Background: an optimization exercise with open tools, aiming at small area. Do not read the settings as production practice.
Only simulation tests tie the RTL to the original design; equivalence was not proved.
Power is estimated from default activity; no workload was simulated.

## v20
==> flow/design.v <==
module c_xor2  (input a, b, output y); assign y = a ^ b;     endmodule
module c_xnor2 (input a, b, output y); assign y = ~(a ^ b);  endmodule
module c_and2  (input a, b, output y); assign y = a & b;     endmodule
module c_nand2 (input a, b, output y); assign y = ~(a & b);  endmodule
module c_nor2  (input a, b, output y); assign y = ~(a | b);  endmodule
module c_aoi21 (input a1, a2, b1, output y); assign y = ~((a1 & a2) | b1); endmodule
module c_aoi222 (input a1, a2, b1, b2, c1, c2, output y);
    assign y = ~((a1 & a2) | (b1 & b2) | (c1 & c2));
endmodule
module alu (
    input  [15:0] a,
    input  [15:0] b,
    input         sub,       
    input         s_sum,     
    input         s_g,       
    input         s_p,       
    input         s_ltu,     
    input         ld,        
    input  [15:0] ld_data,
    output [15:0] sum,
    output [15:0] wd,        
    output [15:0] wd2,       
    output        eq         
);
    wire [15:0] t, p, g, rn, ln;
    wire [16:0] c;           
    assign c[0] = sub;
    genvar k;
    generate
        for (k = 0; k < 16; k = k + 1) begin : bit_
            c_xor2  u_t (.a(b[k]), .b(sub), .y(t[k]));
            c_xor2  u_p (.a(a[k]), .b(t[k]), .y(p[k]));
            if (k % 2 == 0) begin : ev
                c_and2  u_g (.a(a[k]), .b(t[k]), .y(g[k]));
                c_aoi21 u_c (.a1(p[k]), .a2(c[k]), .b1(g[k]), .y(c[k+1]));
                c_xor2  u_s (.a(p[k]), .b(c[k]), .y(sum[k]));
            end else begin : od
                wire gn;   
                c_nor2  u_gn (.a(a[k]), .b(t[k]), .y(gn));
                c_nor2  u_g  (.a(p[k]), .b(gn), .y(g[k]));
                c_aoi21 u_c  (.a1(p[k]), .a2(c[k]), .b1(gn), .y(c[k+1]));
                c_xnor2 u_s  (.a(p[k]), .b(c[k]), .y(sum[k]));
            end
            c_aoi222 u_r (.a1(s_sum), .a2(sum[k]), .b1(s_g), .b2(g[k]),
                          .c1(s_p), .c2(p[k]), .y(rn[k]));
            c_nand2 u_l (.a(ld), .b(ld_data[k]), .y(ln[k]));
            if (k == 0) begin : b0
                wire ltn;
                assign ltn = ~(s_ltu & ~c[16]);
                assign wd[k]  = ~(rn[k] & ln[k] & ltn);
                assign wd2[k] = ~(rn[k] & ln[k] & ltn);
            end else begin : bn
                c_nand2 u_w  (.a(rn[k]), .b(ln[k]), .y(wd[k]));
                c_nand2 u_w2 (.a(rn[k]), .b(ln[k]), .y(wd2[k]));
            end
        end
    endgenerate
    assign eq = ~|p;
endmodule
module rf_aoi222 (
    input  a1, a2, b1, b2, c1, c2,
    output y
);
    assign y = ~((a1 & a2) | (b1 & b2) | (c1 & c2));
endmodule
module rf_nand2 (
    input  a, b,
    output y
);
    assign y = ~(a & b);
endmodule
module rf_read_bit (
    input  [31:0] sel,
    input  [31:0] d,
    output        y
);
    wire [11:0] n;
    genvar g;
    generate
        for (g = 0; g < 10; g = g + 1) begin : grp
            rf_aoi222 u (.a1(sel[3*g]),   .a2(d[3*g]),
                         .b1(sel[3*g+1]), .b2(d[3*g+1]),
                         .c1(sel[3*g+2]), .c2(d[3*g+2]), .y(n[g]));
        end
    endgenerate
    rf_nand2 u_30 (.a(sel[30]), .b(d[30]), .y(n[10]));
    rf_nand2 u_31 (.a(sel[31]), .b(d[31]), .y(n[11]));
    assign y = ~&n;
endmodule
module rf_read_bit31 (
    input  [31:1] sel,
    input  [31:1] d,
    output        y
);
    wire [10:0] n;
    genvar g;
    generate
        for (g = 0; g < 10; g = g + 1) begin : grp
            rf_aoi222 u (.a1(sel[3*g+1]), .a2(d[3*g+1]),
                         .b1(sel[3*g+2]), .b2(d[3*g+2]),
                         .c1(sel[3*g+3]), .c2(d[3*g+3]), .y(n[g]));
        end
    endgenerate
    rf_nand2 u_31 (.a(sel[31]), .b(d[31]), .y(n[10]));
    assign y = ~&n;
endmodule
module pc_add (
    input  [15:1] pc,
    input  [15:1] offs,
    output [15:1] sum
);
    wire [15:1] p, g;
    wire [16:1] c;           
    assign c[1] = 1'b0;
    genvar k;
    generate
        for (k = 1; k < 16; k = k + 1) begin : bit_
            c_xor2 u_p (.a(pc[k]), .b(offs[k]), .y(p[k]));
            if (k == 1) begin : first
                c_nand2 u_c (.a(pc[k]), .b(offs[k]), .y(c[k+1]));
                assign sum[k] = p[k];
            end else if (k % 2 == 1) begin : od
                c_and2  u_g (.a(pc[k]), .b(offs[k]), .y(g[k]));
                c_aoi21 u_c (.a1(p[k]), .a2(c[k]), .b1(g[k]), .y(c[k+1]));
                c_xor2  u_s (.a(p[k]), .b(c[k]), .y(sum[k]));
            end else begin : ev
                wire gn;
                c_nor2  u_gn (.a(pc[k]), .b(offs[k]), .y(gn));
                c_aoi21 u_c  (.a1(p[k]), .a2(c[k]), .b1(gn), .y(c[k+1]));
                c_xnor2 u_s  (.a(p[k]), .b(c[k]), .y(sum[k]));
            end
        end
    endgenerate
endmodule
module rv16_core (
    input         clk,
    input         rst,
    output [15:0] imem_addr,
    input  [31:0] imem_rdata,
    output [15:0] dmem_addr,
    output [15:0] dmem_wdata,
    output        dmem_we,
    output        dmem_re,
    input  [15:0] dmem_rdata
);
    wire [31:0] i = imem_rdata;
    wire [4:0]  rd  = i[11:7];
    wire [2:0]  f3  = i[14:12];
    wire [4:0]  rs1 = i[19:15];
    wire [4:0]  rs2 = i[24:20];
    wire op_r   = i[6:0] == 7'b0110011;
    wire op_i   = i[6:0] == 7'b0010011;
    wire op_ld  = i[6:0] == 7'b0000011;
    wire op_st  = i[6:0] == 7'b0100011;
    wire op_br  = i[6:0] == 7'b1100011;
    wire op_jal = i[6:0] == 7'b1101111;
    reg  [15:1] pc;
    reg  [15:0] rf [1:31];
    wire [15:0] a, b;
    wire [31:1] sel_a0, sel_a1, sel_b0, sel_b1, we0, we1;
    wire [3:0] lo_a_n, lo_b_n, lo_w_n;
    wire [7:0] hi_a_n, hi_b_n, hi_w_n;
    wire       wen;
    genvar gk, gj;
    generate
        for (gk = 0; gk < 4; gk = gk + 1) begin : pdl
            assign lo_a_n[gk] = ~(rs1[1:0] == gk);
            assign lo_b_n[gk] = ~(rs2[1:0] == gk);
            assign lo_w_n[gk] = ~(rd[1:0] == gk);
        end
        for (gk = 0; gk < 8; gk = gk + 1) begin : pdh
            assign hi_a_n[gk] = ~(rs1[4:2] == gk && !op_jal);
            assign hi_b_n[gk] = ~(rs2[4:2] == gk);
            assign hi_w_n[gk] = ~(rd[4:2] == gk && wen);
        end
        for (gk = 1; gk < 32; gk = gk + 1) begin : dec
            c_nor2 ua0 (.a(hi_a_n[gk/4]), .b(lo_a_n[gk%4]), .y(sel_a0[gk]));
            c_nor2 ua1 (.a(hi_a_n[gk/4]), .b(lo_a_n[gk%4]), .y(sel_a1[gk]));
            c_nor2 ub0 (.a(hi_b_n[gk/4]), .b(lo_b_n[gk%4]), .y(sel_b0[gk]));
            c_nor2 ub1 (.a(hi_b_n[gk/4]), .b(lo_b_n[gk%4]), .y(sel_b1[gk]));
            c_nor2 uw0 (.a(hi_w_n[gk/4]), .b(lo_w_n[gk%4]), .y(we0[gk]));
            c_nor2 uw1 (.a(hi_w_n[gk/4]), .b(lo_w_n[gk%4]), .y(we1[gk]));
        end
        for (gj = 0; gj < 16; gj = gj + 1) begin : rbit
            wire [31:0] col_a, col_b;
            assign col_a[0] = 1'b0;
            assign col_b[0] = 1'b0;
            for (gk = 1; gk < 32; gk = gk + 1) begin : c
                assign col_a[gk] = rf[gk][gj];
                assign col_b[gk] = rf[gk][gj];
            end
            wire [31:0] da = {col_a[31:1], gj == 0 ? 1'b0 : pc[gj]};
            wire [31:0] sa = {gj < 8 ? sel_a0 : sel_a1, op_jal};
            rf_read_bit ua (.sel(sa), .d(da), .y(a[gj]));
            rf_read_bit31 ub (.sel(gj < 8 ? sel_b0 : sel_b1), .d(col_b[31:1]), .y(b[gj]));
        end
    endgenerate
    wire [15:0] imm_i = {{4{i[31]}}, i[31:20]};
    wire [15:0] imm_s = {{4{i[31]}}, i[31:25], i[11:7]};
    wire [15:0] imm_b = {{4{i[31]}}, i[7], i[30:25], i[11:8], 1'b0};
    wire [15:0] imm_j = {i[15:12], i[20], i[30:21], 1'b0};
    wire [15:0] opb = (op_r | op_br) ? b :
                      op_st  ? imm_s :
                      op_jal ? 16'd4 : imm_i;
    wire        arith = op_r | op_i;
    wire        sub   = arith & f3[0] & ~f3[1];
    wire [15:0] sum, wd, wd2;
    wire        eq;
    wire        nl = ~op_ld;
    alu u_alu (
        .a(a), .b(opb), .sub(sub),
        .s_sum(nl & (op_jal | (f3[2:1] == 2'b00))),
        .s_g  (nl & !op_jal && (f3 == 3'd2 || f3 == 3'd3)),
        .s_p  (nl & !op_jal && (f3 == 3'd3 || f3 == 3'd4)),
        .s_ltu(nl & !op_jal && f3 == 3'd5),
        .ld(op_ld), .ld_data(dmem_rdata),
        .sum(sum), .wd(wd), .wd2(wd2), .eq(eq)
    );
    wire        taken  = op_jal | (op_br & (eq ^ f3[0]));
    wire [15:1] offs   = taken ? (op_jal ? imm_j[15:1] : imm_b[15:1]) : 15'd2;
    wire [15:1] pc_nxt;
    pc_add u_pc_add (.pc(pc), .offs(offs), .sum(pc_nxt));
    assign      wen = (arith | op_ld | op_jal) & ~rst;
    integer k;
    always @(posedge clk) begin
        for (k = 1; k < 32; k = k + 1) begin
            if (we0[k]) rf[k][7:0]  <= k < 16 ? wd[7:0]  : wd2[7:0];
            if (we1[k]) rf[k][15:8] <= k < 16 ? wd[15:8] : wd2[15:8];
        end
        pc <= rst ? 15'd0 : pc_nxt;
    end
    assign imem_addr  = {pc, 1'b0};
    assign dmem_addr  = sum;
    assign dmem_wdata = b;
    assign dmem_we    = op_st;
    assign dmem_re    = op_ld;
endmodule
export LEC_CHECK = 0
export CAP_MARGIN = 20
export CORE_MARGIN = 2
export CORE_UTILIZATION = 50
export CTS_CLUSTER_DIAMETER = 100
export CTS_CLUSTER_SIZE = 30
export SLEW_MARGIN = 20
export SYNTH_HIERARCHICAL = 1
export SYNTH_MINIMUM_KEEP_SIZE = 0
create_clock -name core_clock -period 11.0 [get_ports {clk}]
standard.sh (not shown) runs the stock make flow with config.mk's settings and CLKGATE_MAP_FILE= SYNTH_SCRIPT=/design/flow/synth_recipe.tcl, a recipe that flattens the netlist after the stock synthesis.
==> flow/flow/run.sh <==
#!/bin/bash
# The standard layout, with the smallest buffer on the ports and no dummy
# loads in the clock tree.
set -euo pipefail
bash standard.sh BUFFER_PORTS_ARGS="-buffer_cell sky130_fd_sc_hd__buf_1" \
  CTS_ARGS="-sink_clustering_enable -repair_clock_nets -sink_clustering_size 30 -sink_clustering_max_diameter 100 -dont_use_dummy_load" \
  finish > make.log 2>&1
Input-level comparison between v49 and v20:
- swapping 50 for 60 in CORE_UTILIZATION
Results
For v49 and v20, there was not a single run that failed to finish clean.
Diff v20 -> v49: row count fell 6, portion of total power attributed to combinational logic held, critical path depth grew by 1.
Input changes introduced in v53 (baseline for comparison: v49):
- CORE_UTILIZATION now 50, was 60
==> flow/flow/run.sh <==
#!/bin/bash
# The standard layout, with the smallest buffer on the ports.
set -euo pipefail
bash standard.sh BUFFER_PORTS_ARGS="-buffer_cell sky130_fd_sc_hd__buf_1" finish > make.log 2>&1
Notes after the runs:
For total combinational power, v53 and v49 come out practically identical. v53 ends up with a power share of the combinational group that is 0.4 points lower than in v49. v53 vs. v49: core utilization went down by 9.6 points. v53 ended up with a higher relative area change from synthesis to final layout than v49 did. [diff] setup slack, v53 relative to v49: improvement. The total power number comes out higher for v53 vs v49. Worst hold margin: v49 and v53 compared, lower one is v49.

-- static timing again, ports no longer ideal --
How much do the figures lean on ideal ports? The routed layouts below were timed once more, with nothing changed but the port constraints. Step 1 assumes that a clkbuf_16 drives the clock port and a buf_2 every other input. Step 2 times the ports against the registers' clock, not the clock port: input delays grow and output delays shrink by t, the midpoint of the rising clock arrivals with the driver on. a / b / c = ideal ports / drivers / drivers and shift; a / b = the first two.
run	t (ns)	slack for setup (ns)	worst setup path at the end	clock arrival spread, ns	cell pins on the clock port's net
v20	0.625	0.343 / 0.316 / 0.316	input to output	0.095 / 0.095	1
v49	0.619	0.377 / 0.339 / 0.339	input to output	0.048 / 0.048	1
v53	0.646	0.386 / 0.359 / 0.359	input to output	0.052 / 0.052	1
After both steps setup and hold are still met in every run listed. The setup slack of v49, which loses most, moves by -0.038 ns with the drivers and by -0.038 ns with both steps.
